This is an optimization exercise on Yosys and OpenROAD, whose aim is small area, a short achievable clock period and few clock cycles per item, not a production implementation. Only simulation tests tie the RTL to the original design; equivalence was not proved. Power figures rest on the tool's default switching activity, not on a simulated workload.

==> flow/design.v <==
module alu
  #(
    parameter IN_WL = 15,
    parameter OUT_WL = 16
    )
  (
    input wire rstb,
    input wire clk_i,
    input wire in_valid,                  
    output wire in_ready,                 
    input wire [1:0] cmd,                 
    input wire [IN_WL-1:0] a,             
    input wire [IN_WL-1:0] b,             
    output logic out_valid,               
    output logic [OUT_WL-1:0] r           
  );
  assign in_ready = 1'b1;
  logic mul1;
  logic as2;
  logic sub3;
  logic dv4;
  logic e1_5;
  logic e2_6;
  logic ng_7;
  logic pp8;
  logic pp9;
  logic pp10;
  logic pp11;
  logic pp12;
  logic pp13;
  logic pp14;
  logic pp15;
  logic pp16;
  logic pp17;
  logic pp18;
  logic pp19;
  logic pp20;
  logic pp21;
  logic pp22;
  logic pp23;
  logic e1_24;
  logic e2_25;
  logic ng_26;
  logic pp27;
  logic pp28;
  logic pp29;
  logic pp30;
  logic pp31;
  logic pp32;
  logic pp33;
  logic pp34;
  logic pp35;
  logic pp36;
  logic pp37;
  logic pp38;
  logic pp39;
  logic pp40;
  logic e1_41;
  logic e2_42;
  logic ng_43;
  logic pp44;
  logic pp45;
  logic pp46;
  logic pp47;
  logic pp48;
  logic pp49;
  logic pp50;
  logic pp51;
  logic pp52;
  logic pp53;
  logic pp54;
  logic pp55;
  logic e1_56;
  logic e2_57;
  logic ng_58;
  logic pp59;
  logic pp60;
  logic pp61;
  logic pp62;
  logic pp63;
  logic pp64;
  logic pp65;
  logic pp66;
  logic pp67;
  logic pp68;
  logic e1_69;
  logic e2_70;
  logic ng_71;
  logic pp72;
  logic pp73;
  logic pp74;
  logic pp75;
  logic pp76;
  logic pp77;
  logic pp78;
  logic pp79;
  logic e1_80;
  logic e2_81;
  logic ng_82;
  logic pp83;
  logic pp84;
  logic pp85;
  logic pp86;
  logic pp87;
  logic pp88;
  logic e1_89;
  logic e2_90;
  logic ng_91;
  logic pp92;
  logic pp93;
  logic pp94;
  logic pp95;
  logic e1_96;
  logic e2_97;
  logic pp98;
  logic pp99;
  logic bz100;
  logic sh101;
  logic sh102;
  logic sh103;
  logic sh104;
  logic sh105;
  logic sh106;
  logic sh107;
  logic sh108;
  logic sh109;
  logic sh110;
  logic sh111;
  logic sh112;
  logic sh113;
  logic sh114;
  logic sh115;
  logic sh116;
  logic sh117;
  logic sh118;
  logic sh119;
  logic sh120;
  logic sh121;
  logic sh122;
  logic sh123;
  logic sh124;
  logic sh125;
  logic sh126;
  logic sh127;
  logic sh128;
  logic sh129;
  logic sh130;
  logic sh131;
  logic sh132;
  logic sh133;
  logic sh134;
  logic sh135;
  logic sh136;
  logic sh137;
  logic sh138;
  logic sh139;
  logic sh140;
  logic sh141;
  logic sh142;
  logic sh143;
  logic sh144;
  logic sh145;
  logic sh146;
  logic sh147;
  logic sh148;
  logic sh149;
  logic sh150;
  logic sh151;
  logic sh152;
  logic sh153;
  logic sh154;
  logic sh155;
  logic sh156;
  logic sh157;
  logic sh158;
  logic sh159;
  logic sh160;
  logic y161;
  logic y162;
  logic y163;
  logic y164;
  logic y165;
  logic y166;
  logic y167;
  logic y168;
  logic y169;
  logic y170;
  logic y171;
  logic y172;
  logic y173;
  logic y174;
  logic y175;
  logic y176;
  logic s177;
  logic c178;
  logic s179;
  logic c180;
  logic s181;
  logic c182;
  logic s183;
  logic c184;
  logic s185;
  logic c186;
  logic s187;
  logic c188;
  logic s189;
  logic c190;
  logic s191;
  logic c192;
  logic s193;
  logic c194;
  logic s195;
  logic c196;
  logic s197;
  logic c198;
  logic s199;
  logic c200;
  logic s201;
  logic c202;
  logic s203;
  logic c204;
  logic s205;
  logic c206;
  logic s207;
  logic s208;
  logic s209;
  logic s210;
  logic c211;
  logic s212;
  logic c213;
  logic s214;
  logic c215;
  logic s216;
  logic c217;
  logic s218;
  logic c219;
  logic s220;
  logic c221;
  logic s222;
  logic c223;
  logic s224;
  logic c225;
  logic s226;
  logic c227;
  logic s228;
  logic c229;
  logic s230;
  logic c231;
  logic s232;
  logic c233;
  logic s234;
  logic c235;
  logic s236;
  logic c237;
  logic s238;
  logic c239;
  logic s240;
  logic c241;
  logic s242;
  logic c243;
  logic s244;
  logic c245;
  logic s246;
  logic c247;
  logic s248;
  logic c249;
  logic s250;
  logic s251;
  logic s252;
  logic c253;
  logic s254;
  logic c255;
  logic s256;
  logic c257;
  logic s258;
  logic c259;
  logic s260;
  logic c261;
  logic s262;
  logic c263;
  logic s264;
  logic c265;
  logic s266;
  logic c267;
  logic s268;
  logic c269;
  logic s270;
  logic c271;
  logic s272;
  logic c273;
  logic s274;
  logic c275;
  logic s276;
  logic c277;
  logic s278;
  logic c279;
  logic s280;
  logic s281;
  logic c282;
  logic s283;
  logic c284;
  logic s285;
  logic c286;
  logic s287;
  logic c288;
  logic s289;
  logic c290;
  logic s291;
  logic c292;
  logic s293;
  logic c294;
  logic s295;
  logic c296;
  logic s297;
  logic c298;
  logic s299;
  logic c300;
  logic s301;
  logic c302;
  logic s303;
  logic c304;
  logic s305;
  logic c306;
  logic s307;
  logic c308;
  logic s309;
  logic c310;
  logic s311;
  logic e1_5_q1;
  logic a_0_q1;
  logic ng_7_q1;
  logic a_1_q1;
  logic e2_6_q1;
  logic a_2_q1;
  logic a_3_q1;
  logic a_4_q1;
  logic a_5_q1;
  logic a_6_q1;
  logic a_7_q1;
  logic a_8_q1;
  logic a_9_q1;
  logic a_10_q1;
  logic a_11_q1;
  logic a_12_q1;
  logic a_13_q1;
  logic a_14_q1;
  logic as2_q1;
  logic e1_24_q1;
  logic ng_26_q1;
  logic e2_25_q1;
  logic e1_41_q1;
  logic ng_43_q1;
  logic e2_42_q1;
  logic e1_56_q1;
  logic ng_58_q1;
  logic e2_57_q1;
  logic e1_69_q1;
  logic ng_71_q1;
  logic e2_70_q1;
  logic e1_80_q1;
  logic ng_82_q1;
  logic e2_81_q1;
  logic e1_89_q1;
  logic ng_91_q1;
  logic e2_90_q1;
  logic e1_96_q1;
  logic e2_97_q1;
  logic y169_q1;
  logic y170_q1;
  logic y171_q1;
  logic y172_q1;
  logic y173_q1;
  logic y174_q1;
  logic y175_q1;
  logic y176_q1;
  logic y165_q1;
  logic y166_q1;
  logic y167_q1;
  logic y168_q1;
  logic y163_q1;
  logic y164_q1;
  logic s252_q1;
  logic y161_q1;
  logic c253_q1;
  logic y162_q1;
  logic s224_q2;
  logic c265_q2;
  logic s266_q2;
  logic s228_q2;
  logic c267_q2;
  logic s268_q2;
  logic c269_q2;
  logic s232_q2;
  logic s270_q2;
  logic s236_q2;
  logic c271_q2;
  logic s272_q2;
  logic s240_q2;
  logic c273_q2;
  logic s274_q2;
  logic s244_q2;
  logic c275_q2;
  logic s276_q2;
  logic s248_q2;
  logic c277_q2;
  logic s278_q2;
  logic s251_q2;
  logic c279_q2;
  logic s280_q2;
  logic s281_q2;
  logic c282_q2;
  logic c284_q2;
  logic c286_q2;
  logic c288_q2;
  logic c290_q2;
  logic c292_q2;
  logic c294_q2;
  logic c296_q2;
  logic c298_q2;
  logic pp8_q2;
  logic s283_q2;
  logic s285_q2;
  logic s287_q2;
  logic s289_q2;
  logic s291_q2;
  logic s293_q2;
  logic s295_q2;
  assign mul1 = cmd[1] & ~cmd[0];
  assign as2 = ~cmd[1];
  assign sub3 = ~cmd[1] & cmd[0];
  assign dv4 = cmd[1] & cmd[0];
  assign e1_5 = ((mul1 & (b[0] ^ 1'b0)) | as2);
  assign e2_6 = (mul1 & ((b[1] & ~b[0] & ~1'b0) | (~b[1] & b[0] & 1'b0)));
  assign ng_7 = (mul1 & b[1]);
  assign pp8 = ((e1_5_q1 & a_0_q1) ^ ng_7_q1);
  assign pp9 = (((e1_5_q1 & a_1_q1) | (e2_6_q1 & a_0_q1)) ^ ng_7_q1);
  assign pp10 = (((e1_5_q1 & a_2_q1) | (e2_6_q1 & a_1_q1)) ^ ng_7_q1);
  assign pp11 = (((e1_5_q1 & a_3_q1) | (e2_6_q1 & a_2_q1)) ^ ng_7_q1);
  assign pp12 = (((e1_5_q1 & a_4_q1) | (e2_6_q1 & a_3_q1)) ^ ng_7_q1);
  assign pp13 = (((e1_5_q1 & a_5_q1) | (e2_6_q1 & a_4_q1)) ^ ng_7_q1);
  assign pp14 = (((e1_5_q1 & a_6_q1) | (e2_6_q1 & a_5_q1)) ^ ng_7_q1);
  assign pp15 = (((e1_5_q1 & a_7_q1) | (e2_6_q1 & a_6_q1)) ^ ng_7_q1);
  assign pp16 = (((e1_5_q1 & a_8_q1) | (e2_6_q1 & a_7_q1)) ^ ng_7_q1);
  assign pp17 = (((e1_5_q1 & a_9_q1) | (e2_6_q1 & a_8_q1)) ^ ng_7_q1);
  assign pp18 = (((e1_5_q1 & a_10_q1) | (e2_6_q1 & a_9_q1)) ^ ng_7_q1);
  assign pp19 = (((e1_5_q1 & a_11_q1) | (e2_6_q1 & a_10_q1)) ^ ng_7_q1);
  assign pp20 = (((e1_5_q1 & a_12_q1) | (e2_6_q1 & a_11_q1)) ^ ng_7_q1);
  assign pp21 = (((e1_5_q1 & a_13_q1) | (e2_6_q1 & a_12_q1)) ^ ng_7_q1);
  assign pp22 = (((e1_5_q1 & a_14_q1) | (e2_6_q1 & a_13_q1)) ^ ng_7_q1);
  assign pp23 = (((e2_6_q1 | as2_q1) & a_14_q1) ^ ng_7_q1);
  assign e1_24 = (mul1 & (b[2] ^ b[1]));
  assign e2_25 = (mul1 & ((b[3] & ~b[2] & ~b[1]) | (~b[3] & b[2] & b[1])));
  assign ng_26 = (mul1 & b[3]);
  assign pp27 = ((e1_24_q1 & a_0_q1) ^ ng_26_q1);
  assign pp28 = (((e1_24_q1 & a_1_q1) | (e2_25_q1 & a_0_q1)) ^ ng_26_q1);
  assign pp29 = (((e1_24_q1 & a_2_q1) | (e2_25_q1 & a_1_q1)) ^ ng_26_q1);
  assign pp30 = (((e1_24_q1 & a_3_q1) | (e2_25_q1 & a_2_q1)) ^ ng_26_q1);
  assign pp31 = (((e1_24_q1 & a_4_q1) | (e2_25_q1 & a_3_q1)) ^ ng_26_q1);
  assign pp32 = (((e1_24_q1 & a_5_q1) | (e2_25_q1 & a_4_q1)) ^ ng_26_q1);
  assign pp33 = (((e1_24_q1 & a_6_q1) | (e2_25_q1 & a_5_q1)) ^ ng_26_q1);
  assign pp34 = (((e1_24_q1 & a_7_q1) | (e2_25_q1 & a_6_q1)) ^ ng_26_q1);
  assign pp35 = (((e1_24_q1 & a_8_q1) | (e2_25_q1 & a_7_q1)) ^ ng_26_q1);
  assign pp36 = (((e1_24_q1 & a_9_q1) | (e2_25_q1 & a_8_q1)) ^ ng_26_q1);
  assign pp37 = (((e1_24_q1 & a_10_q1) | (e2_25_q1 & a_9_q1)) ^ ng_26_q1);
  assign pp38 = (((e1_24_q1 & a_11_q1) | (e2_25_q1 & a_10_q1)) ^ ng_26_q1);
  assign pp39 = (((e1_24_q1 & a_12_q1) | (e2_25_q1 & a_11_q1)) ^ ng_26_q1);
  assign pp40 = (((e1_24_q1 & a_13_q1) | (e2_25_q1 & a_12_q1)) ^ ng_26_q1);
  assign e1_41 = (mul1 & (b[4] ^ b[3]));
  assign e2_42 = (mul1 & ((b[5] & ~b[4] & ~b[3]) | (~b[5] & b[4] & b[3])));
  assign ng_43 = (mul1 & b[5]);
  assign pp44 = ((e1_41_q1 & a_0_q1) ^ ng_43_q1);
  assign pp45 = (((e1_41_q1 & a_1_q1) | (e2_42_q1 & a_0_q1)) ^ ng_43_q1);
  assign pp46 = (((e1_41_q1 & a_2_q1) | (e2_42_q1 & a_1_q1)) ^ ng_43_q1);
  assign pp47 = (((e1_41_q1 & a_3_q1) | (e2_42_q1 & a_2_q1)) ^ ng_43_q1);
  assign pp48 = (((e1_41_q1 & a_4_q1) | (e2_42_q1 & a_3_q1)) ^ ng_43_q1);
  assign pp49 = (((e1_41_q1 & a_5_q1) | (e2_42_q1 & a_4_q1)) ^ ng_43_q1);
  assign pp50 = (((e1_41_q1 & a_6_q1) | (e2_42_q1 & a_5_q1)) ^ ng_43_q1);
  assign pp51 = (((e1_41_q1 & a_7_q1) | (e2_42_q1 & a_6_q1)) ^ ng_43_q1);
  assign pp52 = (((e1_41_q1 & a_8_q1) | (e2_42_q1 & a_7_q1)) ^ ng_43_q1);
  assign pp53 = (((e1_41_q1 & a_9_q1) | (e2_42_q1 & a_8_q1)) ^ ng_43_q1);
  assign pp54 = (((e1_41_q1 & a_10_q1) | (e2_42_q1 & a_9_q1)) ^ ng_43_q1);
  assign pp55 = (((e1_41_q1 & a_11_q1) | (e2_42_q1 & a_10_q1)) ^ ng_43_q1);
  assign e1_56 = (mul1 & (b[6] ^ b[5]));
  assign e2_57 = (mul1 & ((b[7] & ~b[6] & ~b[5]) | (~b[7] & b[6] & b[5])));
  assign ng_58 = (mul1 & b[7]);
  assign pp59 = ((e1_56_q1 & a_0_q1) ^ ng_58_q1);
  assign pp60 = (((e1_56_q1 & a_1_q1) | (e2_57_q1 & a_0_q1)) ^ ng_58_q1);
  assign pp61 = (((e1_56_q1 & a_2_q1) | (e2_57_q1 & a_1_q1)) ^ ng_58_q1);
  assign pp62 = (((e1_56_q1 & a_3_q1) | (e2_57_q1 & a_2_q1)) ^ ng_58_q1);
  assign pp63 = (((e1_56_q1 & a_4_q1) | (e2_57_q1 & a_3_q1)) ^ ng_58_q1);
  assign pp64 = (((e1_56_q1 & a_5_q1) | (e2_57_q1 & a_4_q1)) ^ ng_58_q1);
  assign pp65 = (((e1_56_q1 & a_6_q1) | (e2_57_q1 & a_5_q1)) ^ ng_58_q1);
  assign pp66 = (((e1_56_q1 & a_7_q1) | (e2_57_q1 & a_6_q1)) ^ ng_58_q1);
  assign pp67 = (((e1_56_q1 & a_8_q1) | (e2_57_q1 & a_7_q1)) ^ ng_58_q1);
  assign pp68 = (((e1_56_q1 & a_9_q1) | (e2_57_q1 & a_8_q1)) ^ ng_58_q1);
  assign e1_69 = (mul1 & (b[8] ^ b[7]));
  assign e2_70 = (mul1 & ((b[9] & ~b[8] & ~b[7]) | (~b[9] & b[8] & b[7])));
  assign ng_71 = (mul1 & b[9]);
  assign pp72 = ((e1_69_q1 & a_0_q1) ^ ng_71_q1);
  assign pp73 = (((e1_69_q1 & a_1_q1) | (e2_70_q1 & a_0_q1)) ^ ng_71_q1);
  assign pp74 = (((e1_69_q1 & a_2_q1) | (e2_70_q1 & a_1_q1)) ^ ng_71_q1);
  assign pp75 = (((e1_69_q1 & a_3_q1) | (e2_70_q1 & a_2_q1)) ^ ng_71_q1);
  assign pp76 = (((e1_69_q1 & a_4_q1) | (e2_70_q1 & a_3_q1)) ^ ng_71_q1);
  assign pp77 = (((e1_69_q1 & a_5_q1) | (e2_70_q1 & a_4_q1)) ^ ng_71_q1);
  assign pp78 = (((e1_69_q1 & a_6_q1) | (e2_70_q1 & a_5_q1)) ^ ng_71_q1);
  assign pp79 = (((e1_69_q1 & a_7_q1) | (e2_70_q1 & a_6_q1)) ^ ng_71_q1);
  assign e1_80 = (mul1 & (b[10] ^ b[9]));
  assign e2_81 = (mul1 & ((b[11] & ~b[10] & ~b[9]) | (~b[11] & b[10] & b[9])));
  assign ng_82 = (mul1 & b[11]);
  assign pp83 = ((e1_80_q1 & a_0_q1) ^ ng_82_q1);
  assign pp84 = (((e1_80_q1 & a_1_q1) | (e2_81_q1 & a_0_q1)) ^ ng_82_q1);
  assign pp85 = (((e1_80_q1 & a_2_q1) | (e2_81_q1 & a_1_q1)) ^ ng_82_q1);
  assign pp86 = (((e1_80_q1 & a_3_q1) | (e2_81_q1 & a_2_q1)) ^ ng_82_q1);
  assign pp87 = (((e1_80_q1 & a_4_q1) | (e2_81_q1 & a_3_q1)) ^ ng_82_q1);
  assign pp88 = (((e1_80_q1 & a_5_q1) | (e2_81_q1 & a_4_q1)) ^ ng_82_q1);
  assign e1_89 = (mul1 & (b[12] ^ b[11]));
  assign e2_90 = (mul1 & ((b[13] & ~b[12] & ~b[11]) | (~b[13] & b[12] & b[11])));
  assign ng_91 = (mul1 & b[13]);
  assign pp92 = ((e1_89_q1 & a_0_q1) ^ ng_91_q1);
  assign pp93 = (((e1_89_q1 & a_1_q1) | (e2_90_q1 & a_0_q1)) ^ ng_91_q1);
  assign pp94 = (((e1_89_q1 & a_2_q1) | (e2_90_q1 & a_1_q1)) ^ ng_91_q1);
  assign pp95 = (((e1_89_q1 & a_3_q1) | (e2_90_q1 & a_2_q1)) ^ ng_91_q1);
  assign e1_96 = (mul1 & (b[14] ^ b[13]));
  assign e2_97 = (mul1 & ((1'b0 & ~b[14] & ~b[13]) | (~1'b0 & b[14] & b[13])));
  assign pp98 = ((e1_96_q1 & a_0_q1));
  assign pp99 = (((e1_96_q1 & a_1_q1) | (e2_97_q1 & a_0_q1)));
  assign bz100 = ~(b[4] | b[5] | b[6] | b[7] | b[8] | b[9] | b[10] | b[11] | b[12] | b[13] | b[14]);
  assign sh101 = (b[0] ? a[1] : a[0]);
  assign sh102 = (b[0] ? a[2] : a[1]);
  assign sh103 = (b[0] ? a[3] : a[2]);
  assign sh104 = (b[0] ? a[4] : a[3]);
  assign sh105 = (b[0] ? a[5] : a[4]);
  assign sh106 = (b[0] ? a[6] : a[5]);
  assign sh107 = (b[0] ? a[7] : a[6]);
  assign sh108 = (b[0] ? a[8] : a[7]);
  assign sh109 = (b[0] ? a[9] : a[8]);
  assign sh110 = (b[0] ? a[10] : a[9]);
  assign sh111 = (b[0] ? a[11] : a[10]);
  assign sh112 = (b[0] ? a[12] : a[11]);
  assign sh113 = (b[0] ? a[13] : a[12]);
  assign sh114 = (b[0] ? a[14] : a[13]);
  assign sh115 = (~b[0] & a[14]);
  assign sh116 = (b[1] ? sh103 : sh101);
  assign sh117 = (b[1] ? sh104 : sh102);
  assign sh118 = (b[1] ? sh105 : sh103);
  assign sh119 = (b[1] ? sh106 : sh104);
  assign sh120 = (b[1] ? sh107 : sh105);
  assign sh121 = (b[1] ? sh108 : sh106);
  assign sh122 = (b[1] ? sh109 : sh107);
  assign sh123 = (b[1] ? sh110 : sh108);
  assign sh124 = (b[1] ? sh111 : sh109);
  assign sh125 = (b[1] ? sh112 : sh110);
  assign sh126 = (b[1] ? sh113 : sh111);
  assign sh127 = (b[1] ? sh114 : sh112);
  assign sh128 = (b[1] ? sh115 : sh113);
  assign sh129 = (~b[1] & sh114);
  assign sh130 = (~b[1] & sh115);
  assign sh131 = (b[2] ? sh120 : sh116);
  assign sh132 = (b[2] ? sh121 : sh117);
  assign sh133 = (b[2] ? sh122 : sh118);
  assign sh134 = (b[2] ? sh123 : sh119);
  assign sh135 = (b[2] ? sh124 : sh120);
  assign sh136 = (b[2] ? sh125 : sh121);
  assign sh137 = (b[2] ? sh126 : sh122);
  assign sh138 = (b[2] ? sh127 : sh123);
  assign sh139 = (b[2] ? sh128 : sh124);
  assign sh140 = (b[2] ? sh129 : sh125);
  assign sh141 = (b[2] ? sh130 : sh126);
  assign sh142 = (~b[2] & sh127);
  assign sh143 = (~b[2] & sh128);
  assign sh144 = (~b[2] & sh129);
  assign sh145 = (~b[2] & sh130);
  assign sh146 = (b[3] ? sh139 : sh131);
  assign sh147 = (b[3] ? sh140 : sh132);
  assign sh148 = (b[3] ? sh141 : sh133);
  assign sh149 = (b[3] ? sh142 : sh134);
  assign sh150 = (b[3] ? sh143 : sh135);
  assign sh151 = (b[3] ? sh144 : sh136);
  assign sh152 = (b[3] ? sh145 : sh137);
  assign sh153 = (~b[3] & sh138);
  assign sh154 = (~b[3] & sh139);
  assign sh155 = (~b[3] & sh140);
  assign sh156 = (~b[3] & sh141);
  assign sh157 = (~b[3] & sh142);
  assign sh158 = (~b[3] & sh143);
  assign sh159 = (~b[3] & sh144);
  assign sh160 = (~b[3] & sh145);
  assign y161 = ((as2 & (b[0] ^ cmd[0])) | (dv4 & sh146 & bz100));
  assign y162 = ((as2 & (b[1] ^ cmd[0])) | (dv4 & sh147 & bz100));
  assign y163 = ((as2 & (b[2] ^ cmd[0])) | (dv4 & sh148 & bz100));
  assign y164 = ((as2 & (b[3] ^ cmd[0])) | (dv4 & sh149 & bz100));
  assign y165 = ((as2 & (b[4] ^ cmd[0])) | (dv4 & sh150 & bz100));
  assign y166 = ((as2 & (b[5] ^ cmd[0])) | (dv4 & sh151 & bz100));
  assign y167 = ((as2 & (b[6] ^ cmd[0])) | (dv4 & sh152 & bz100));
  assign y168 = ((as2 & (b[7] ^ cmd[0])) | (dv4 & sh153 & bz100));
  assign y169 = ((as2 & (b[8] ^ cmd[0])) | (dv4 & sh154 & bz100));
  assign y170 = ((as2 & (b[9] ^ cmd[0])) | (dv4 & sh155 & bz100));
  assign y171 = ((as2 & (b[10] ^ cmd[0])) | (dv4 & sh156 & bz100));
  assign y172 = ((as2 & (b[11] ^ cmd[0])) | (dv4 & sh157 & bz100));
  assign y173 = ((as2 & (b[12] ^ cmd[0])) | (dv4 & sh158 & bz100));
  assign y174 = ((as2 & (b[13] ^ cmd[0])) | (dv4 & sh159 & bz100));
  assign y175 = ((as2 & (b[14] ^ cmd[0])) | (dv4 & sh160 & bz100));
  assign y176 = (as2 & (b[14] ^ cmd[0]));
  assign s177 = ng_71_q1 ^ y169_q1;
  assign c178 = ng_71_q1 & y169_q1;
  assign s179 = y170_q1 ^ pp17;
  assign c180 = y170_q1 & pp17;
  assign s181 = ng_82_q1 ^ y171_q1 ^ pp83;
  assign c182 = (ng_82_q1 & y171_q1) | (ng_82_q1 & pp83) | (y171_q1 & pp83);
  assign s183 = pp18 ^ pp35;
  assign c184 = pp18 & pp35;
  assign s185 = y172_q1 ^ pp19 ^ pp36;
  assign c186 = (y172_q1 & pp19) | (y172_q1 & pp36) | (pp19 & pp36);
  assign s187 = pp51 ^ pp64;
  assign c188 = pp51 & pp64;
  assign s189 = ng_91_q1 ^ y173_q1 ^ pp92;
  assign c190 = (ng_91_q1 & y173_q1) | (ng_91_q1 & pp92) | (y173_q1 & pp92);
  assign s191 = pp20 ^ pp37 ^ pp52;
  assign c192 = (pp20 & pp37) | (pp20 & pp52) | (pp37 & pp52);
  assign s193 = pp65 ^ pp76;
  assign c194 = pp65 & pp76;
  assign s195 = y174_q1 ^ pp21 ^ pp38;
  assign c196 = (y174_q1 & pp21) | (y174_q1 & pp38) | (pp21 & pp38);
  assign s197 = pp53 ^ pp66 ^ pp77;
  assign c198 = (pp53 & pp66) | (pp53 & pp77) | (pp66 & pp77);
  assign s199 = pp86 ^ pp93;
  assign c200 = pp86 & pp93;
  assign s201 = y175_q1 ^ pp98 ^ pp22;
  assign c202 = (y175_q1 & pp98) | (y175_q1 & pp22) | (pp98 & pp22);
  assign s203 = pp39 ^ pp54 ^ pp67;
  assign c204 = (pp39 & pp54) | (pp39 & pp67) | (pp54 & pp67);
  assign s205 = pp78 ^ pp87 ^ pp94;
  assign c206 = (pp78 & pp87) | (pp78 & pp94) | (pp87 & pp94);
  assign s207 = y176_q1 ^ pp23 ^ pp40;
  assign s208 = pp55 ^ pp68 ^ pp79;
  assign s209 = pp88 ^ pp95 ^ pp99;
  assign s210 = ng_43_q1 ^ y165_q1;
  assign c211 = ng_43_q1 & y165_q1;
  assign s212 = y166_q1 ^ pp13;
  assign c213 = y166_q1 & pp13;
  assign s214 = ng_58_q1 ^ y167_q1 ^ pp59;
  assign c215 = (ng_58_q1 & y167_q1) | (ng_58_q1 & pp59) | (y167_q1 & pp59);
  assign s216 = pp14 ^ pp31;
  assign c217 = pp14 & pp31;
  assign s218 = y168_q1 ^ pp15 ^ pp32;
  assign c219 = (y168_q1 & pp15) | (y168_q1 & pp32) | (pp15 & pp32);
  assign s220 = pp47 ^ pp60;
  assign c221 = pp47 & pp60;
  assign s222 = pp72 ^ pp16 ^ pp33;
  assign c223 = (pp72 & pp16) | (pp72 & pp33) | (pp16 & pp33);
  assign s224 = pp48 ^ pp61 ^ s177;
  assign c225 = (pp48 & pp61) | (pp48 & s177) | (pp61 & s177);
  assign s226 = pp34 ^ pp49 ^ pp62;
  assign c227 = (pp34 & pp49) | (pp34 & pp62) | (pp49 & pp62);
  assign s228 = pp73 ^ c178 ^ s179;
  assign c229 = (pp73 & c178) | (pp73 & s179) | (c178 & s179);
  assign s230 = pp50 ^ pp63 ^ pp74;
  assign c231 = (pp50 & pp63) | (pp50 & pp74) | (pp63 & pp74);
  assign s232 = c180 ^ s183 ^ s181;
  assign c233 = (c180 & s183) | (c180 & s181) | (s183 & s181);
  assign s234 = pp75 ^ pp84 ^ c184;
  assign c235 = (pp75 & pp84) | (pp75 & c184) | (pp84 & c184);
  assign s236 = s187 ^ c182 ^ s185;
  assign c237 = (s187 & c182) | (s187 & s185) | (c182 & s185);
  assign s238 = pp85 ^ c188 ^ s193;
  assign c239 = (pp85 & c188) | (pp85 & s193) | (c188 & s193);
  assign s240 = c186 ^ s189 ^ s191;
  assign c241 = (c186 & s189) | (c186 & s191) | (s189 & s191);
  assign s242 = c194 ^ s199 ^ c190;
  assign c243 = (c194 & s199) | (c194 & c190) | (s199 & c190);
  assign s244 = c192 ^ s195 ^ s197;
  assign c245 = (c192 & s195) | (c192 & s197) | (s195 & s197);
  assign s246 = c200 ^ c196 ^ c198;
  assign c247 = (c200 & c196) | (c200 & c198) | (c196 & c198);
  assign s248 = s201 ^ s203 ^ s205;
  assign c249 = (s201 & s203) | (s201 & s205) | (s203 & s205);
  assign s250 = c202 ^ c204 ^ c206;
  assign s251 = s207 ^ s208 ^ s209;
  assign s252 = sub3 ^ ng_7;
  assign c253 = sub3 & ng_7;
  assign s254 = ng_26_q1 ^ y163_q1;
  assign c255 = ng_26_q1 & y163_q1;
  assign s256 = y164_q1 ^ pp11;
  assign c257 = y164_q1 & pp11;
  assign s258 = pp44 ^ pp12 ^ pp29;
  assign c259 = (pp44 & pp12) | (pp44 & pp29) | (pp12 & pp29);
  assign s260 = pp30 ^ pp45 ^ c211;
  assign c261 = (pp30 & pp45) | (pp30 & c211) | (pp45 & c211);
  assign s262 = pp46 ^ c213 ^ s216;
  assign c263 = (pp46 & c213) | (pp46 & s216) | (c213 & s216);
  assign s264 = c217 ^ s220 ^ c215;
  assign c265 = (c217 & s220) | (c217 & c215) | (s220 & c215);
  assign s266 = c221 ^ c219 ^ s222;
  assign c267 = (c221 & c219) | (c221 & s222) | (c219 & s222);
  assign s268 = c223 ^ s226 ^ c225;
  assign c269 = (c223 & s226) | (c223 & c225) | (s226 & c225);
  assign s270 = c227 ^ s230 ^ c229;
  assign c271 = (c227 & s230) | (c227 & c229) | (s230 & c229);
  assign s272 = c231 ^ s234 ^ c233;
  assign c273 = (c231 & s234) | (c231 & c233) | (s234 & c233);
  assign s274 = c235 ^ s238 ^ c237;
  assign c275 = (c235 & s238) | (c235 & c237) | (s238 & c237);
  assign s276 = c239 ^ s242 ^ c241;
  assign c277 = (c239 & s242) | (c239 & c241) | (s242 & c241);
  assign s278 = c243 ^ c245 ^ s246;
  assign c279 = (c243 & c245) | (c243 & s246) | (c245 & s246);
  assign s280 = c247 ^ c249 ^ s250;
  assign s281 = s252_q1 ^ y161_q1;
  assign c282 = s252_q1 & y161_q1;
  assign s283 = c253_q1 ^ y162_q1 ^ pp9;
  assign c284 = (c253_q1 & y162_q1) | (c253_q1 & pp9) | (y162_q1 & pp9);
  assign s285 = pp27 ^ pp10 ^ s254;
  assign c286 = (pp27 & pp10) | (pp27 & s254) | (pp10 & s254);
  assign s287 = pp28 ^ c255 ^ s256;
  assign c288 = (pp28 & c255) | (pp28 & s256) | (c255 & s256);
  assign s289 = s210 ^ c257 ^ s258;
  assign c290 = (s210 & c257) | (s210 & s258) | (c257 & s258);
  assign s291 = s212 ^ c259 ^ s260;
  assign c292 = (s212 & c259) | (s212 & s260) | (c259 & s260);
  assign s293 = c261 ^ s214 ^ s262;
  assign c294 = (c261 & s214) | (c261 & s262) | (s214 & s262);
  assign s295 = s218 ^ c263 ^ s264;
  assign c296 = (s218 & c263) | (s218 & s264) | (c263 & s264);
  assign s297 = s224_q2 ^ c265_q2 ^ s266_q2;
  assign c298 = (s224 & c265) | (s224 & s266) | (c265 & s266);
  assign s299 = s228_q2 ^ c267_q2 ^ s268_q2;
  assign c300 = (s228_q2 & c267_q2) | (s228_q2 & s268_q2) | (c267_q2 & s268_q2);
  assign s301 = c269_q2 ^ s232_q2 ^ s270_q2;
  assign c302 = (c269_q2 & s232_q2) | (c269_q2 & s270_q2) | (s232_q2 & s270_q2);
  assign s303 = s236_q2 ^ c271_q2 ^ s272_q2;
  assign c304 = (s236_q2 & c271_q2) | (s236_q2 & s272_q2) | (c271_q2 & s272_q2);
  assign s305 = s240_q2 ^ c273_q2 ^ s274_q2;
  assign c306 = (s240_q2 & c273_q2) | (s240_q2 & s274_q2) | (c273_q2 & s274_q2);
  assign s307 = s244_q2 ^ c275_q2 ^ s276_q2;
  assign c308 = (s244_q2 & c275_q2) | (s244_q2 & s276_q2) | (c275_q2 & s276_q2);
  assign s309 = s248_q2 ^ c277_q2 ^ s278_q2;
  assign c310 = (s248_q2 & c277_q2) | (s248_q2 & s278_q2) | (c277_q2 & s278_q2);
  assign s311 = s251_q2 ^ c279_q2 ^ s280_q2;
  always_ff @(posedge clk_i) begin
    e1_5_q1 <= e1_5;
    a_0_q1 <= a[0];
    ng_7_q1 <= ng_7;
    a_1_q1 <= a[1];
    e2_6_q1 <= e2_6;
    a_2_q1 <= a[2];
    a_3_q1 <= a[3];
    a_4_q1 <= a[4];
    a_5_q1 <= a[5];
    a_6_q1 <= a[6];
    a_7_q1 <= a[7];
    a_8_q1 <= a[8];
    a_9_q1 <= a[9];
    a_10_q1 <= a[10];
    a_11_q1 <= a[11];
    a_12_q1 <= a[12];
    a_13_q1 <= a[13];
    a_14_q1 <= a[14];
    as2_q1 <= as2;
    e1_24_q1 <= e1_24;
    ng_26_q1 <= ng_26;
    e2_25_q1 <= e2_25;
    e1_41_q1 <= e1_41;
    ng_43_q1 <= ng_43;
    e2_42_q1 <= e2_42;
    e1_56_q1 <= e1_56;
    ng_58_q1 <= ng_58;
    e2_57_q1 <= e2_57;
    e1_69_q1 <= e1_69;
    ng_71_q1 <= ng_71;
    e2_70_q1 <= e2_70;
    e1_80_q1 <= e1_80;
    ng_82_q1 <= ng_82;
    e2_81_q1 <= e2_81;
    e1_89_q1 <= e1_89;
    ng_91_q1 <= ng_91;
    e2_90_q1 <= e2_90;
    e1_96_q1 <= e1_96;
    e2_97_q1 <= e2_97;
    y169_q1 <= y169;
    y170_q1 <= y170;
    y171_q1 <= y171;
    y172_q1 <= y172;
    y173_q1 <= y173;
    y174_q1 <= y174;
    y175_q1 <= y175;
    y176_q1 <= y176;
    y165_q1 <= y165;
    y166_q1 <= y166;
    y167_q1 <= y167;
    y168_q1 <= y168;
    y163_q1 <= y163;
    y164_q1 <= y164;
    s252_q1 <= s252;
    y161_q1 <= y161;
    c253_q1 <= c253;
    y162_q1 <= y162;
    s224_q2 <= s224;
    c265_q2 <= c265;
    s266_q2 <= s266;
    s228_q2 <= s228;
    c267_q2 <= c267;
    s268_q2 <= s268;
    c269_q2 <= c269;
    s232_q2 <= s232;
    s270_q2 <= s270;
    s236_q2 <= s236;
    c271_q2 <= c271;
    s272_q2 <= s272;
    s240_q2 <= s240;
    c273_q2 <= c273;
    s274_q2 <= s274;
    s244_q2 <= s244;
    c275_q2 <= c275;
    s276_q2 <= s276;
    s248_q2 <= s248;
    c277_q2 <= c277;
    s278_q2 <= s278;
    s251_q2 <= s251;
    c279_q2 <= c279;
    s280_q2 <= s280;
    s281_q2 <= s281;
    c282_q2 <= c282;
    c284_q2 <= c284;
    c286_q2 <= c286;
    c288_q2 <= c288;
    c290_q2 <= c290;
    c292_q2 <= c292;
    c294_q2 <= c294;
    c296_q2 <= c296;
    c298_q2 <= c298;
    pp8_q2 <= pp8;
    s283_q2 <= s283;
    s285_q2 <= s285;
    s287_q2 <= s287;
    s289_q2 <= s289;
    s291_q2 <= s291;
    s293_q2 <= s293;
    s295_q2 <= s295;
  end
  logic [15:0] sum_x, sum_y;
  assign sum_x = {c310, c308, c306, c304, c302, c300, c298_q2, c296_q2, c294_q2, c292_q2, c290_q2, c288_q2, c286_q2, c284_q2, c282_q2, s281_q2};
  assign sum_y = {s311, s309, s307, s305, s303, s301, s299, s297, s295_q2, s293_q2, s291_q2, s289_q2, s287_q2, s285_q2, s283_q2, pp8_q2};
  logic [1:0] vld;
  always_ff @(posedge clk_i) begin
    if (!rstb) begin
      vld <= '0;
      out_valid <= 1'b0;
    end else begin
      vld <= {vld, in_valid};
      out_valid <= vld[1];
    end
    r <= sum_x + sum_y;
  end
endmodule
==> flow/run.sh <==
#!/bin/bash
# synth_recipe.tcl (not shown) runs the flow's synth.tcl, then flattens the netlist and writes it again
# the make line also repeats each setting of config.mk as NAME=value (left out here)
make -C /OpenROAD-flow-scripts/flow DESIGN_CONFIG=/design/flow/config.mk WORK_HOME=/design/flow/orfs CLKGATE_MAP_FILE= SYNTH_SCRIPT=/design/flow/synth_recipe.tcl finish
==> flow/config.mk <==
export PLATFORM = sky130hd
export DESIGN_NAME = alu
export DESIGN_NICKNAME = alu
export VERILOG_FILES = /design/flow/design.v
export SDC_FILE = /design/flow/constraint.sdc
export NUM_CORES = 4
export LEC_CHECK = 0
export CAP_MARGIN = 20
export CORE_MARGIN = 2
export CORE_UTILIZATION = 40
export PLACE_DENSITY = 0.6
export SLEW_MARGIN = 20
==> flow/constraint.sdc <==
create_clock -name core_clock -period 6.5 [get_ports {clk_i}]
set_input_delay 1.3000 -clock core_clock [delete_from_list [all_inputs] [get_ports {clk_i}]]
set_output_delay 1.3000 -clock core_clock [all_outputs]
set_load 0.01 [all_outputs]
==> results of run 1 <==
worst min path at each step:
stage / from / end / slack [ps] / cells past startpoint
finish: vld[1] / out_valid / 440 / 1
global route: vld[1] / out_valid / 440 / 1
CTS: vld[1] / out_valid / 430 / 1
detailed placement: vld[1] / out_valid / 420 / 1
global placement: vld[1] / out_valid / 410 / 1
floorplan: vld[1] / out_valid / 410 / 1
cell usage after synthesis (8+ instances only):
library cell / number
a22oi_1: 68
xor2_1: 36
o22ai_1: 8
dfxtp_1: 118
clkbuf_1: 34
and2_1: 16
mux2_2: 15
inv_1: 53
nor2_1: 29
fa_1: 47
a21oi_1: 18
mux2i_1: 11
ha_1: 30
o21ai_0: 9
nand2_1: 27
xnor2_1: 82
layer usage:
metal  vias up  wire (um)  GRT usage, %  part of all wire, %
li1       2406          -             -                    -
met4         0        304         7.904                  1.8
met3        21        621         3.606                  3.7
met5         -          0             0                    0
met2       138       8291         31.92                   50
met1      2401       7491         24.93                   45
per-stage QoR:
stage                     power (mW)  utilization (%)
after global routing           3.377            47.92
after floorplan                1.871                -
after detailed placement       2.221            44.49
after global placement         2.191            44.49
after CTS                      3.167            47.92
final                          3.140            47.92
critical path, cell delays in order:
cell,delay [ps]
clkdlybuf4s50_1,1080
or4b_4,560
nor4_4,220
and3b_1,410
a211oi_1,120
o22ai_1,220
where the power goes:
part | total (mW) | switching [mW] | internal (mW) | leakage (nW)
registers | 0.979 | 0.0867 | 0.892 | 0.984
logic | 1.23 | 0.635 | 0.592 | 2.14
clock network | 0.935 | 0.316 | 0.619 | 0.287
area by class of cell:
| cell class | count | area (um2) | area share, % |
|---|---|---|---|
| Tap cell | 225 | 281.5 | 3.397 |
| Sequential cell | 118 | 2362 | 28.50 |
| Inverter | 54 | 202.7 | 2.446 |
| Timing Repair Buffer | 52 | 518.0 | 6.250 |
| Clock inverter | 9 | 125.1 | 1.510 |
| Multi-Input combinational cell | 478 | 4330 | 52.25 |
| Clock buffer | 23 | 467.9 | 5.646 |
cells by family (layout without fill, tap and decap cells):
family / Yosys count / after routing
AO/OA/AOI/OAI: 136 / 136
XOR/XNOR: 118 / 118
adder cells (fa/ha/maj): 78 / 78
buffers and inverters: 101 / 138
flip-flops: 118 / 118
multiplexers: 32 / 32
other: 1 / 1
AND/OR/NAND/NOR: 113 / 113
==> key figures, run 1 <==
Outcome
  – Status: complete, no violations

Worst setup path
  – CP arrival: 3930 ps
  – Worst R2R End: c298_q2
  – Worst Setup End Kind: flip-flop
  – Worst setup path startpoint: cmd[0]
  – Startpoint Class: input pin
  – Reg2Reg Launch Point: ng_7_q1
  – Crit path max fanout: 20
  – Flop-to-flop setup slack: 3730 ps
  – WP data required: 6840 ps
  – Setup crit end: y163_q1
  – Reg2Reg Depth: 6
  – WS Path Type: in2reg

Detailed routing
  – Residual DRC: 0
  – ANT nets after route: 0
  – Via Count: 4966
  – Vias per Instance: 5.178
  – DRT Pass-1 Iters: 4
  – Post-Route WL: 16.71 mm
  – Iter 0 DRT Violations: 226
  – Wire length per cell: 17.42 um

Die
  – Initial core utilization: 41.02%
  – Core area: 17300 um2
  – Die width: 137.2 um
  – Top-Level Pins: 53
  – Chip height: 137.2 um
  – Die footprint: 18820 um2
  – # rows: 48

Logic synthesis
  – Synthesized instance count: 697
  – Compound-Gate Fraction of Synth Area: 13.39%
  – Synth Area in XOR/XNOR: 14.57%
  – Adder-Cell Fraction of Synth Area: 18.69%
  – Simple-gate area share of the yosys netlist: 8.501%
  – Mapped Area: 7094 um2
  – Ranking of synthesized cells by area: dfxtp_1 33%, fa_1 13%, xnor2_1 10%, a22oi_1 7.2%, ha_1 5.3%
  – Post-synth EDFFs: 0
  – #FFs+latches synth: 118
  – Sequential fraction of the synthesis area: 33.30%
  – Mux contribution to synthesized area: 5.838%
  – Syn Area/Cell: 10.18 um2
  – Synth warn: 1
  – Unique cell type count in the Yosys netlist: 59
  – Async set-or-reset flop fraction in the synthesized netlist: 0%
  – Leading area contributor after synthesis: dfxtp_1
  – Post-synth top area share: 33.30%
  – Syn_nets: 809
  – Main combinational cell family by area after synthesis: adder cells
  – Post-synth top flop: dfxtp_1

Timing
  – Worst hold margin: 436.1 ps
  – Final clock skew: 9.596 ps
  – Final hold vios: 0
  – RSZ-0062 raised after global routing: false
  – Actual slew at the worst max-slew pin: 946.8 ps
  – Fin worst setup slack: 2912 ps
  – # setup viols final: 0
  – Setup Total Neg Slack: 0 ps
  – Post-layout min period: 3588 ps
  – Fin. max-slew vios: 0
  – Slew headroom: 36.68%
  – Period utilization: 55.20%
  – Fmax: 278.7 MHz

Clocking
  – CTS tree: yes
  – Root Driver: clkbuf_16
  – Clk buf depth: 2
  – Clock Latency Late Sink: 420 ps
  – H-tree depth: 4
  – Postcts setup bufs: 0
  – CTS Buf Count: 17
  – Post-cts resize count: 0
  – Hold_buf cts: 0
  – CTS Sinks: 118
  – Reg clk slew, reported paths: 50 ps

Placement
  – Hpwl dp: 12.79 mm
  – Port-buffer cells: 51
  – Pre-CTS WS: 2465 ps
  – GPL Wtd Cong: 0.8550
  – Area after DPL: 7695 um2
  – DP Cell Count: 927

Cells and area
  – Layout fillers: 1630
  – Design Area, Final: 8288 um2
  – Fin cells: 959
  – Nets: 833
  – Most flop-heavy register: r
  – Commonest non-fill, non-tap cell in the layout: dfxtp_1
  – Largest register FFs: 16
  – Most frequent cells in the layout: 118 x dfxtp_1, 82 x xnor2_1, 68 x a22oi_1
  – Area delta synth->final: 16.83%
  – Share of post-route cells with drive strength above 1: 8.174%
  – Regs by FF count: r: 16 flops, vld: 2 flops
  – N_diodes: 0

Global routing
  – Initial antenna violation count: 0
  – Total gr overflow: 0
  – Vias in the first global route: 5131
  – Largest net degree at the start of global routing: 27
  – First-pass GRT wire length: 27.34 mm
  – Tot GR Track Use: 19.34%

Power and ir drop
  – PD cells: 378.9 nW/um2
  – Lkg Pwr: 3.407 nW
  – Worst vdd ir: 0.0002345 V

Flow run
  – Maxcap violations: 0

Worst hold path
  – Hold Crit Class: reg2reg
Testbench counts, summed over its fixed seeds: cycles 16,016, items 16,000.
==> run 2: changes to the inputs <==
--- a/flow/config.mk
+++ b/flow/config.mk
@@ -7,3 +7,3 @@
 export LEC_CHECK = 0
-export CAP_MARGIN = 20
+export CAP_MARGIN = 0
 export CORE_MARGIN = 2
@@ -11,2 +11,3 @@
 export PLACE_DENSITY = 0.6
-export SLEW_MARGIN = 20
+export SETUP_SLACK_MARGIN = 3.9
+export SLEW_MARGIN = 0
==> key figures, run 2 <==
Worst setup path
  – CP delay by family, top: buffers and inverters
  – Reg2Reg Depth: 6 (unchanged)
  – CP peak stage delay: 530 ps (-550 ps)
  – WP data required: 5200 ps (-1640 ps)
  – CP Depth: 1 (-5)
  – CP max-delay cell: clkdlybuf4s50_1
  – WP buf/inv: 1 (unchanged)
  – Flop-to-flop setup slack: 4030 ps (+300 ps)
  – WS Path Type: reg2out
  – Worst Setup End Kind: output pin
  – Reg2Reg Launch Point: e1_41_q1
  – Worst setup path startpoint: r[2]
  – Crit path max fanout: 1 (-95%)
  – Setup crit end: r[2]
  – CP arrival: 1260 ps (-2670 ps)
  – Startpoint Class: flip-flop
  – CP cell instances: clkdlybuf4s50_1
  – Worst R2R End: s278_q2

Placement
  – Area after DPL: 7702 um2 (about the same)
  – Pre-CTS WS: 2333 ps (-131.9 ps)
  – GPL Wtd Cong: 0.8705 (+1.8%)
  – Hpwl dp: 12.94 mm (+1.2%)
  – Port-buffer cells: 51 (unchanged)
  – DP Cell Count: 927 (unchanged)

Timing
  – # setup viols final: 0 (unchanged)
  – Slew headroom: 61.59% (+25 points)
  – Fin worst setup slack: 3944 ps (+1032 ps)
  – Post-layout min period: 2556 ps (-1032 ps)
  – Period utilization: 39.32% (-16 points)
  – Actual slew at the worst max-slew pin: 575.3 ps (-371.5 ps)
  – Setup Total Neg Slack: 0 ps (unchanged)
  – Fmax: 391.3 MHz (+40%)
  – Fin. max-slew vios: 0 (unchanged)
  – RSZ-0062 raised after global routing: true
  – Worst hold margin: 424.4 ps (-11.66 ps)
  – Final hold vios: 0 (unchanged)
  – Final clock skew: 21.42 ps (+11.82 ps)

Cells and area
  – Fin cells: 964 (+0.52%)
  – Register Area: 2381 um2 (+0.79%)
  – Multi-input logic area: 4372 um2 (+0.95%)
  – Most flop-heavy register: r
  – Layout fillers: 1618 (-0.74%)
  – Nets: 838 (+0.60%)
  – Design Area, Final: 8472 um2 (+2.2%)
  – Commonest non-fill, non-tap cell in the layout: dfxtp_1
  – Most frequent cells in the layout: 103 x dfxtp_1, 82 x xnor2_1, 67 x a22oi_1
  – N_diodes: 0 (unchanged)
  – Largest register FFs: 16 (unchanged)
  – Area delta synth->final: 19.42%
  – Fin util: 48.98% (+1.1 points)
  – Regs by FF count: r: 16 flops, vld: 2 flops
  – Share of post-route cells with drive strength above 1: 13.40% (+5.2 points)

Clocking
  – Clk buf depth: 2 (unchanged)
  – CTS Buf Count: 17 (unchanged)
  – Hold_buf cts: 0 (unchanged)
  – H-tree depth: 4 (unchanged)
  – Clock Latency Late Sink: 430 ps (about the same)
  – Root Driver: clkbuf_16
  – Reg clk slew, reported paths: 50 ps (about the same)
  – CTS tree: yes
  – CTS Sinks: 118 (unchanged)

Die
  – Die footprint: 18820 um2 (unchanged)
  – Top-Level Pins: 53 (unchanged)
  – Core area: 17300 um2 (unchanged)
  – # rows: 48 (unchanged)
  – Initial core utilization: 41.02% (unchanged)
  – Die width: 137.2 um (unchanged)
  – Chip height: 137.2 um (unchanged)

Worst hold path
  – Hold Crit Class: reg2reg

Logic synthesis
  – Async set-or-reset flop fraction in the synthesized netlist: 0% (unchanged)
  – Mapped Area: 7094 um2 (unchanged)
  – Synth warn: 1 (unchanged)
  – Ranking of synthesized cells by area: dfxtp_1 33%, fa_1 13%, xnor2_1 10%, a22oi_1 7.2%, ha_1 5.3%
  – Post-synth top area share: 33.30% (unchanged)
  – Syn Area/Cell: 10.18 um2 (unchanged)
  – Top-count cell post-synth: dfxtp_1
  – Post-synth top flop: dfxtp_1
  – Unique cell type count in the Yosys netlist: 59 (unchanged)
  – Syn_nets: 809 (unchanged)
  – Leading area contributor after synthesis: dfxtp_1
  – Synthesized instance count: 697 (unchanged)
  – Sequential fraction of the synthesis area: 33.30% (unchanged)
  – Synth top cells by count: 118 x dfxtp_1, 82 x xnor2_1, 68 x a22oi_1
  – #FFs+latches synth: 118 (unchanged)
  – Post-synth EDFFs: 0 (unchanged)

Detailed routing
  – ANT nets after route: 0 (unchanged)
  – Iter 0 DRT Violations: 264 (+17%)
  – Post-Route WL: 16.93 mm (+1.3%)
  – DRT Pass-1 Iters: 4 (unchanged)
  – Via Count: 4979 (+0.26%)
  – Residual DRC: 0 (unchanged)
  – Wire length per cell: 17.56 um (+0.80%)
  – Vias per Instance: 5.165 (-0.26%)

Flow run
  – Maxcap violations: 0 (unchanged)

Power and ir drop
  – Clock power share: 31.2% (+1.4 points)
  – PD cells: 377.3 nW/um2 (-0.43%)
  – Net Sw Power: 1.046 mW (+0.82%)
  – Comb power frac: 38.2% (-0.9 points)
  – Switching share of power: 32.72% (-0.31 points)
  – Worst vdd ir: 0.0002489 V (+6.1%)
  – Total internal power: 2.150 mW (+2.3%)
  – Share of power burned in registers: 30.6% (-0.6 points)
  – Lkg Pwr: 3.633 nW (+6.6%)
  – Pwr Total: 3.196 mW (+1.8%)

Global routing
  – Tot GR Track Use: 19.88% (+0.55 points)
  – Vias in the first global route: 5287 (+3.0%)
  – Total gr overflow: 0 (unchanged)
  – First-pass GRT wire length: 28.15 mm (+2.9%)
  – Largest net degree at the start of global routing: 27 (unchanged)
  – Initial antenna violation count: 0 (unchanged)

Outcome
  – Status: complete, no violations
## run 2: cell count changes in the layout (fill, tap and decap cells not counted), moves of 3 or more
cell,previous run,this run
clkdlybuf4s50_1,51,22
dfxtp_1,118,103
dfxtp_2,0,15
dlymetal6s2s_1,0,13
dlygate4sd2_1,0,9
clkbuf_1,4,0
buf_4,1,4
mux2i_1,11,8
mux2i_2,0,3
## run 2: cells by family after synthesis
| family | count (synthesis) | share of synthesized area (%) |
|---|---|---|
| other | 1 | 0.05286 |
| AND/OR/NAND/NOR | 113 | 8.501 |
| XOR/XNOR | 118 | 14.57 |
| AO/OA/AOI/OAI | 136 | 13.39 |
| buffers and inverters | 101 | 5.661 |
| flip-flops | 118 | 33.30 |
| adder cells (fa/ha/maj) | 78 | 18.69 |
| multiplexers | 32 | 5.838 |
## run 2: per-layer routing
metal	global-route usage (%)	share of wire (%)	vias up
met5	0	0	-
met4	8.247	2.1	0
met3	4.599	3.9	25
met2	33.11	50	113
met1	24.80	44	2421
li1	-	-	2420
## run 2: power by group through the flow
stage | clock [mW] | sequential, mW | combinational, mW
finish | 0.997 | 0.979 | 1.22
global route | 1.05 | 1.00 | 1.39
CTS | 1.02 | 0.981 | 1.22
detailed placement | 0 | 0.996 | 1.22
global placement | 0 | 0.992 | 1.20
floorplan | 0 | 0.983 | 0.890
## run 2: layout make-up
class	instances	area share (%)
well taps	225	3.323
multi-input cells	478	51.60
flip-flops and latches	118	28.11
repair buffers	57	7.000
inverters	54	2.393
clock buffers	20	5.509
clock inverters	12	2.068
## run 2: worst min-delay path by stage
stage / from / end / slack [ps] / cells past startpoint
after detailed placement: vld[1] / out_valid / 420 / 1
after CTS: vld[1] / out_valid / 430 / 1
after floorplan: vld[1] / out_valid / 410 / 1
after global placement: vld[1] / out_valid / 410 / 1
after global routing: vld[1] / out_valid / 440 / 1
final: vld[1] / out_valid / 420 / 1
## run 2: timing repair
action                                  CTS  global route
gates cloned                              0             1
endpoints found under the setup margin   46            25
buffers inserted                          4             0
pin swaps                                 5             1
hold endpoints to repair                  0             0
resized for setup                        53            29
==> run 3: changes to the inputs <==
--- a/flow/design.v
+++ b/flow/design.v
@@ -385,8 +385,2 @@
   logic y162_q1;
-  logic s224_q2;
-  logic c265_q2;
-  logic s266_q2;
-  logic s228_q2;
-  logic c267_q2;
-  logic s268_q2;
   logic c269_q2;
@@ -419,2 +413,4 @@
   logic c298_q2;
+  logic c300_q2;
+  logic c302_q2;
   logic pp8_q2;
@@ -427,2 +423,4 @@
   logic s295_q2;
+  logic s297_q2;
+  logic s299_q2;
   assign mul1 = cmd[1] & ~cmd[0];
@@ -723,8 +721,8 @@
   assign c296 = (s218 & c263) | (s218 & s264) | (c263 & s264);
-  assign s297 = s224_q2 ^ c265_q2 ^ s266_q2;
+  assign s297 = s224 ^ c265 ^ s266;
   assign c298 = (s224 & c265) | (s224 & s266) | (c265 & s266);
-  assign s299 = s228_q2 ^ c267_q2 ^ s268_q2;
-  assign c300 = (s228_q2 & c267_q2) | (s228_q2 & s268_q2) | (c267_q2 & s268_q2);
+  assign s299 = s228 ^ c267 ^ s268;
+  assign c300 = (s228 & c267) | (s228 & s268) | (c267 & s268);
   assign s301 = c269_q2 ^ s232_q2 ^ s270_q2;
-  assign c302 = (c269_q2 & s232_q2) | (c269_q2 & s270_q2) | (s232_q2 & s270_q2);
+  assign c302 = (c269 & s232) | (c269 & s270) | (s232 & s270);
   assign s303 = s236_q2 ^ c271_q2 ^ s272_q2;
@@ -796,8 +794,2 @@
     y162_q1 <= y162;
-    s224_q2 <= s224;
-    c265_q2 <= c265;
-    s266_q2 <= s266;
-    s228_q2 <= s228;
-    c267_q2 <= c267;
-    s268_q2 <= s268;
     c269_q2 <= c269;
@@ -830,2 +822,4 @@
     c298_q2 <= c298;
+    c300_q2 <= c300;
+    c302_q2 <= c302;
     pp8_q2 <= pp8;
@@ -838,6 +832,8 @@
     s295_q2 <= s295;
+    s297_q2 <= s297;
+    s299_q2 <= s299;
   end
   logic [15:0] sum_x, sum_y;
-  assign sum_x = {c310, c308, c306, c304, c302, c300, c298_q2, c296_q2, c294_q2, c292_q2, c290_q2, c288_q2, c286_q2, c284_q2, c282_q2, s281_q2};
-  assign sum_y = {s311, s309, s307, s305, s303, s301, s299, s297, s295_q2, s293_q2, s291_q2, s289_q2, s287_q2, s285_q2, s283_q2, pp8_q2};
+  assign sum_x = {c310, c308, c306, c304, c302_q2, c300_q2, c298_q2, c296_q2, c294_q2, c292_q2, c290_q2, c288_q2, c286_q2, c284_q2, c282_q2, s281_q2};
+  assign sum_y = {s311, s309, s307, s305, s303, s301, s299_q2, s297_q2, s295_q2, s293_q2, s291_q2, s289_q2, s287_q2, s285_q2, s283_q2, pp8_q2};
   logic [1:0] vld;
--- a/flow/config.mk
+++ b/flow/config.mk
@@ -10,4 +10,5 @@
 export CORE_UTILIZATION = 40
+export CTS_BUF_LIST = sky130_fd_sc_hd__clkbuf_4
 export PLACE_DENSITY = 0.6
-export SETUP_SLACK_MARGIN = 3.9
+export SETUP_SLACK_MARGIN = 4.4
 export SLEW_MARGIN = 0
==> key figures, run 3 <==
Outcome
  – Status: complete, no violations

Logic synthesis
  – #FFs+latches synth: 116 (-1.7%)
  – Ranking of synthesized cells by area: dfxtp_1 33%, fa_1 13%, xnor2_1 11%, a22oi_1 7.2%, ha_1 5.4%
  – Mapped Area: 6975 um2 (-1.7%)
  – Synth warn: 1 (unchanged)
  – Synthesized instance count: 673 (-3.4%)
  – Post-synth top area share: 33.29% (about the same)
  – Syn Area/Cell: 10.36 um2 (+1.8%)
  – Syn_nets: 785 (-3.0%)
  – Leading area contributor after synthesis: dfxtp_1
  – Post-synth top flop: dfxtp_1
  – Sequential fraction of the synthesis area: 33.29% (about the same)
  – Synth top cells by count: 116 x dfxtp_1, 87 x xnor2_1, 67 x a22oi_1
  – Unique cell type count in the Yosys netlist: 59 (unchanged)
  – Async set-or-reset flop fraction in the synthesized netlist: 0% (unchanged)
  – Top-count cell post-synth: dfxtp_1
  – Post-synth EDFFs: 0 (unchanged)

Die
  – Die footprint: 18510 um2 (-1.6%)
  – Chip height: 136.1 um (-0.82%)
  – # rows: 48 (unchanged)
  – Core area: 17180 um2 (-0.69%)
  – Top-Level Pins: 53 (unchanged)
  – Initial core utilization: 40.61% (-0.41 points)
  – Die width: 136.1 um (-0.82%)

Placement
  – Hpwl dp: 12.02 mm (-7.1%)
  – Pre-CTS WS: 2656 ps (+322.3 ps)
  – GPL Wtd Cong: 0.9311 (+7.0%)
  – Port-buffer cells: 51 (unchanged)

Worst setup path
  – WP data required: 6980 ps (+1780 ps)
  – Startpoint Class: flip-flop
  – Flop-to-flop setup slack: 4180 ps (+150 ps)
  – WS Path Type: reg2reg
  – CP arrival: 2800 ps (+1540 ps)
  – Crit path max fanout: 10 (+9)
  – Worst Setup End Kind: flip-flop

Power and ir drop
  – PD cells: 330.5 nW/um2 (-12%)
  – Pwr Total: 2.843 mW (-11%)
  – Lkg Pwr: 3.506 nW (-3.5%)
  – Worst vdd ir: 0.0002142 V (-14%)

Global routing
  – Total gr overflow: 0 (unchanged)
  – Vias in the first global route: 5184 (-1.9%)
  – Largest net degree at the start of global routing: 24 (-11%)
  – Initial antenna violation count: 1 (+1)
  – First-pass GRT wire length: 26.85 mm (-4.6%)
  – Tot GR Track Use: 19.00% (-0.88 points)

Timing
  – Post-layout min period: 2318 ps (-238.2 ps)
  – Fin worst setup slack: 4182 ps (+238.2 ps)
  – Period utilization: 35.65% (-3.7 points)
  – RSZ-0062 raised after global routing: true
  – Final clock skew: 12.63 ps (-8.785 ps)
  – Worst hold margin: 441.9 ps (+17.47 ps)
  – # setup viols final: 0 (unchanged)
  – Slew headroom: 63.18% (+1.6 points)
  – Setup Total Neg Slack: 0 ps (unchanged)
  – Fmax: 431.5 MHz (+10%)
  – Fin. max-slew vios: 0 (unchanged)
  – Final hold vios: 0 (unchanged)
  – Actual slew at the worst max-slew pin: 551.1 ps (-24.25 ps)

Clocking
  – CTS Sinks: 116 (-1.7%)
  – Reg clk slew, reported paths: 100 ps (+50 ps)
  – Clk buf depth: 2 (unchanged)
  – Clock Latency Late Sink: 530 ps (+100 ps)
  – H-tree depth: 4 (unchanged)
  – CTS tree: yes
  – Root Driver: clkbuf_4
  – CTS Buf Count: 17 (unchanged)

Cells and area
  – Most flop-heavy register: r
  – Layout fillers: 1559 (-3.6%)
  – Commonest non-fill, non-tap cell in the layout: dfxtp_1
  – Regs by FF count: r: 16 flops, vld: 2 flops
  – Largest register FFs: 16 (unchanged)
  – Fin util: 50.09% (+1.1 points)
  – Share of post-route cells with drive strength above 1: 34.18% (+21 points)
  – Area delta synth->final: 23.34%
  – Most frequent cells in the layout: 87 x dfxtp_1, 77 x xnor2_1, 48 x inv_1
  – Nets: 848 (+1.2%)

Detailed routing
  – Iter 0 DRT Violations: 223 (-16%)
  – Vias per Instance: 5.235 (+1.4%)
  – DRT Pass-1 Iters: 4 (unchanged)
  – Wire length per cell: 17.17 um (-2.2%)
  – Residual DRC: 0 (unchanged)
  – Post-Route WL: 16.75 mm (-1.1%)
  – ANT nets after route: 0 (unchanged)
  – Via Count: 5104 (+2.5%)

Worst hold path
  – Hold Crit Class: reg2reg

Flow run
  – Maxcap violations: 0 (unchanged)
## run 3: kinds of logic after synthesis
| logic type | count (synthesis) | share of synthesized area (%) |
|---|---|---|
| compound gates | 139 | 13.67 |
| xor+xnor | 120 | 15.07 |
| fa+ha+maj | 78 | 19.01 |
| buf+inv | 102 | 6.260 |
| flops | 116 | 33.29 |
| mux | 26 | 6.117 |
| other cells | 1 | 0.05376 |
| simple gates | 91 | 6.529 |
## run 3: power by group
part	switching (mW)	leakage, nW	internal [mW]	total, mW
Clock	0.259	0.154	0.279	0.538
Combinational	0.694	2.37	0.649	1.34
Sequential	0.0863	0.980	0.876	0.962
## run 3: critical path: stages, from the launching register on
cell	delay, ps
dfxtp_4	400
a22oi_2	240
xnor2_2	110
fa_2	580
fa_1	430
fa_2	520
## run 3: worst paths after layout
kind | depth (start not counted) | to | startpoint
worst min register to register | 1 | out_valid | vld[1]
worst min-delay path | 1 | out_valid | vld[1]
worst max-delay path | 5 | s297_q2 | a_6_q1
worst max register to register | 5 | s297_q2 | a_6_q1
## run 3: metrics by stage
step                std cells  area [um2]
finish                    975        8603
global route              975        8603
CTS                       959        8312
detailed placement        902        7739
global placement          902        7739
floorplan                 673        7431
## run 3: routing by layer
layer / GRT usage (%) / vias up / share of wire, %
met4: 9.317 / 0 / 3.3
met5: 0 / - / 0
met1: 24.09 / 2528 / 45
met3: 3.542 / 37 / 3.9
met2: 31.13 / 137 / 48
li1: - / 2402 / -
## run 3: final cells by class
| cell class | count | area, um2 | area share (%) |
|---|---|---|---|
| tap | 225 | 281.5 | 3.272 |
| timing repair buffer | 91 | 737.0 | 8.566 |
| clock inverter | 11 | 135.1 | 1.571 |
| clock buffer | 21 | 157.7 | 1.832 |
| multi-input combinational | 455 | 4669 | 54.28 |
| sequential | 116 | 2411 | 28.02 |
| inverter | 55 | 209.0 | 2.429 |
| antenna | 1 | 2.502 | 0.02909 |
## run 3: what timing repair did
| item | in CTS | in global routing |
|---|---|---|
| pin swaps | 25 | 28 |
| buffers inserted | 25 | 14 |
| setup endpoints to repair | 94 | 54 |
| hold buffers | 0 | 0 |
| gates resized for setup | 255 | 67 |
| gates cloned | 0 | 1 |
| endpoints found under the hold margin | 0 | 0 |
Testbench counts of run 3, summed over its fixed seeds: cycles 16,016, items 16,000.
==> run 4: changes to the inputs <==
--- a/flow/config.mk
+++ b/flow/config.mk
@@ -12,3 +12,3 @@
 export PLACE_DENSITY = 0.6
-export SETUP_SLACK_MARGIN = 4.4
+export SETUP_SLACK_MARGIN = 4.3
 export SLEW_MARGIN = 0
==> key figures, run 4 <==
Timing
  – Final hold vios: 0 (unchanged)
  – Actual slew at the worst max-slew pin: 504.5 ps (-46.53 ps)
  – Final clock skew: 12.83 ps (+0.1996 ps)
  – Fin. max-slew vios: 0 (unchanged)
  – Slew headroom: 66.37% (+3.2 points)
  – # setup viols final: 0 (unchanged)
  – Fin worst setup slack: 4153 ps (-29.47 ps)
  – Post-layout min period: 2347 ps (+29.47 ps)
  – Period utilization: 36.11% (+0.45 points)
  – Fmax: 426.1 MHz (-1.3%)
  – Worst hold margin: 449.5 ps (+7.627 ps)
  – RSZ-0062 raised after global routing: true
  – Setup Total Neg Slack: 0 ps (unchanged)

Die
  – # rows: 48 (unchanged)
  – Die width: 136.1 um (unchanged)
  – Core area: 17180 um2 (unchanged)
  – Die footprint: 18510 um2 (unchanged)
  – Top-Level Pins: 53 (unchanged)
  – Chip height: 136.1 um (unchanged)

Detailed routing
  – Post-Route WL: 16.08 mm (-4.0%)
  – DRT Pass-1 Iters: 6 (+2)
  – Iter 0 DRT Violations: 228 (+2.2%)
  – Wire length per cell: 16.82 um (-2.1%)
  – Via Count: 4966 (-2.7%)
  – ANT nets after route: 0 (unchanged)
  – Vias per Instance: 5.195 (-0.77%)

Worst setup path
  – CP cell instances: buf_6, buf_4, a22oi_1, xnor2_1, ha_1, inv_1, fa_2, inv_1, fa_1
  – Startpoint Class: flip-flop
  – CP arrival: 2760 ps (-40 ps)
  – Worst Setup End Kind: flip-flop
  – Crit path max fanout: 6 (-4)
  – WP data required: 6910 ps (-70 ps)
  – WS Path Type: reg2reg
  – CP max-delay cell: fa_2

Clocking
  – CTS tree: yes
  – Root Driver: clkbuf_4
  – Clock Latency Late Sink: 530 ps (about the same)
  – Hold_buf cts: 0 (unchanged)
  – Clk buf depth: 2 (unchanged)
  – CTS Buf Count: 17 (unchanged)
  – H-tree depth: 4 (unchanged)

Logic synthesis
  – Async set-or-reset flop fraction in the synthesized netlist: 0% (unchanged)
  – Synth top cells by count: 116 x dfxtp_1, 87 x xnor2_1, 67 x a22oi_1
  – Synth warn: 1 (unchanged)
  – Mapped Area: 6975 um2 (unchanged)
  – Synthesized instance count: 673 (unchanged)
  – Post-synth top flop: dfxtp_1
  – Ranking of synthesized cells by area: dfxtp_1 33%, fa_1 13%, xnor2_1 11%, a22oi_1 7.2%, ha_1 5.4%
  – Unique cell type count in the Yosys netlist: 59 (unchanged)
  – Top-count cell post-synth: dfxtp_1

Power and ir drop
  – Lkg Pwr: 3.357 nW (-4.2%)
  – Share of power burned in registers: 34.7% (+0.8 points)
  – Comb power frac: 46.3% (-0.9 points)
  – PD cells: 337.0 nW/um2 (+2.0%)
  – Pwr Total: 2.788 mW (-2.0%)

Cells and area
  – Multi-input logic area: 4567 um2 (-2.2%)
  – Register Area: 2415 um2 (+0.16%)
  – Largest register FFs: 16 (unchanged)
  – Fin util: 48.16% (-1.9 points)
  – Commonest non-fill, non-tap cell in the layout: dfxtp_1
  – Layout fillers: 1607 (+3.1%)
  – Most flop-heavy register: r
  – Share of post-route cells with drive strength above 1: 30.27% (-3.9 points)
  – Regs by FF count: r: 16 flops, vld: 2 flops

Outcome
  – Status: complete, no violations

Worst hold path
  – Hold Crit Class: reg2reg

Global routing
  – Total gr overflow: 0 (unchanged)
  – Vias in the first global route: 4936 (-4.8%)
  – Largest net degree at the start of global routing: 24 (unchanged)
  – First-pass GRT wire length: 25.47 mm (-5.1%)

Placement
  – Pre-CTS WS: 2668 ps (+12.51 ps)
run 4: final timing paths:
kind            from         to  slack (ps)  cells past startpoint
min reg2reg   vld[1]  out_valid         450                      1
max          e1_5_q1    s293_q2        4150                      9
max reg2reg  e1_5_q1    s293_q2        4150                      9
min           vld[1]  out_valid         450                      1
run 4: power groups by stage:
stage                     logic [mW]  registers (mW)  clock network [mW]
after detailed placement        1.16           0.987                   0
after global placement          1.13           0.982                   0
after CTS                       1.17           0.965               0.547
final                           1.29           0.968               0.530
after global routing            1.44           0.983               0.573
after floorplan                0.865           0.972                   0
run 4: layer usage:
metal	GRT usage, %	up-vias	part of all wire (%)
li1	-	2377	-
met1	23.55	2376	44
met2	28.84	184	47
met3	3.356	29	5.7
met4	7.755	0	2.7
met5	0	-	0
run 4: worst max-delay path, delay by kind of cell (launching register included):
family                   cells  cell delay, ps
adder cells (fa/ha/maj)      3            1220
buffers and inverters        4             340
XOR/XNOR                     1             100
AO/OA/AOI/OAI                1             190
flip-flops                   1             390
run 4: area by class of cell:
cell class,count,share of cell area (%)
well taps,225,3.403
flip-flops and latches,116,29.19
diodes,1,0.03025
inverters,55,2.495
repair buffers,72,6.201
multi-input cells,455,55.20
clock inverters,12,1.664
clock buffers,20,1.815
run 4: cells by family after synthesis:
family / count (synthesis) / synth area share (%)
compound gates: 139 / 13.67
xor+xnor: 120 / 15.07
fa+ha+maj: 78 / 19.01
buf+inv: 102 / 6.260
flops: 116 / 33.29
mux: 26 / 6.117
other cells: 1 / 0.05376
simple gates: 91 / 6.529
run 4: what timing repair did:
| item | 4_1_cts | 5_1_grt |
|---|---|---|
| endpoints found under the setup margin | 88 | 50 |
| pin swaps | 5 | 28 |
| buffers inserted | 10 | 11 |
| gates resized for setup | 197 | 95 |
run 4: through the flow:
step | area, um2 | instances
after CTS | 8078 | 944
after detailed placement | 7685 | 902
after global placement | 7685 | 902
after floorplan | 7355 | 673
after global routing | 8273 | 956
final | 8273 | 956

==> static timing again, ports no longer ideal <==
The results above use ideal ports. As a check the final layouts listed here were re-extracted and re-timed, cells and wires unchanged.
Step 1 sets driving cells, clkbuf_16 on the clock port and buf_2 on the other inputs (assumed; they add their load-dependent delay and slew).
Step 2 times the ports against the registers' clock, not the clock port: input delays grow and output delays shrink by t, the midpoint of the rising clock arrivals with the driver on.
a / b / c = ideal / step 1 / step 2; a / b = the first two.
run | shift t [ns] | setup slack, ns
run 1 | 0.458 | 2.912 / 2.931 / 2.473
run 2 | 0.458 | 3.944 / 3.901 / 3.515
run 3 | 0.556 | 4.182 / 4.182 / 3.717
run 4 | 0.559 | 4.153 / 4.153 / 3.684
After both steps setup and hold are still met in every run listed.
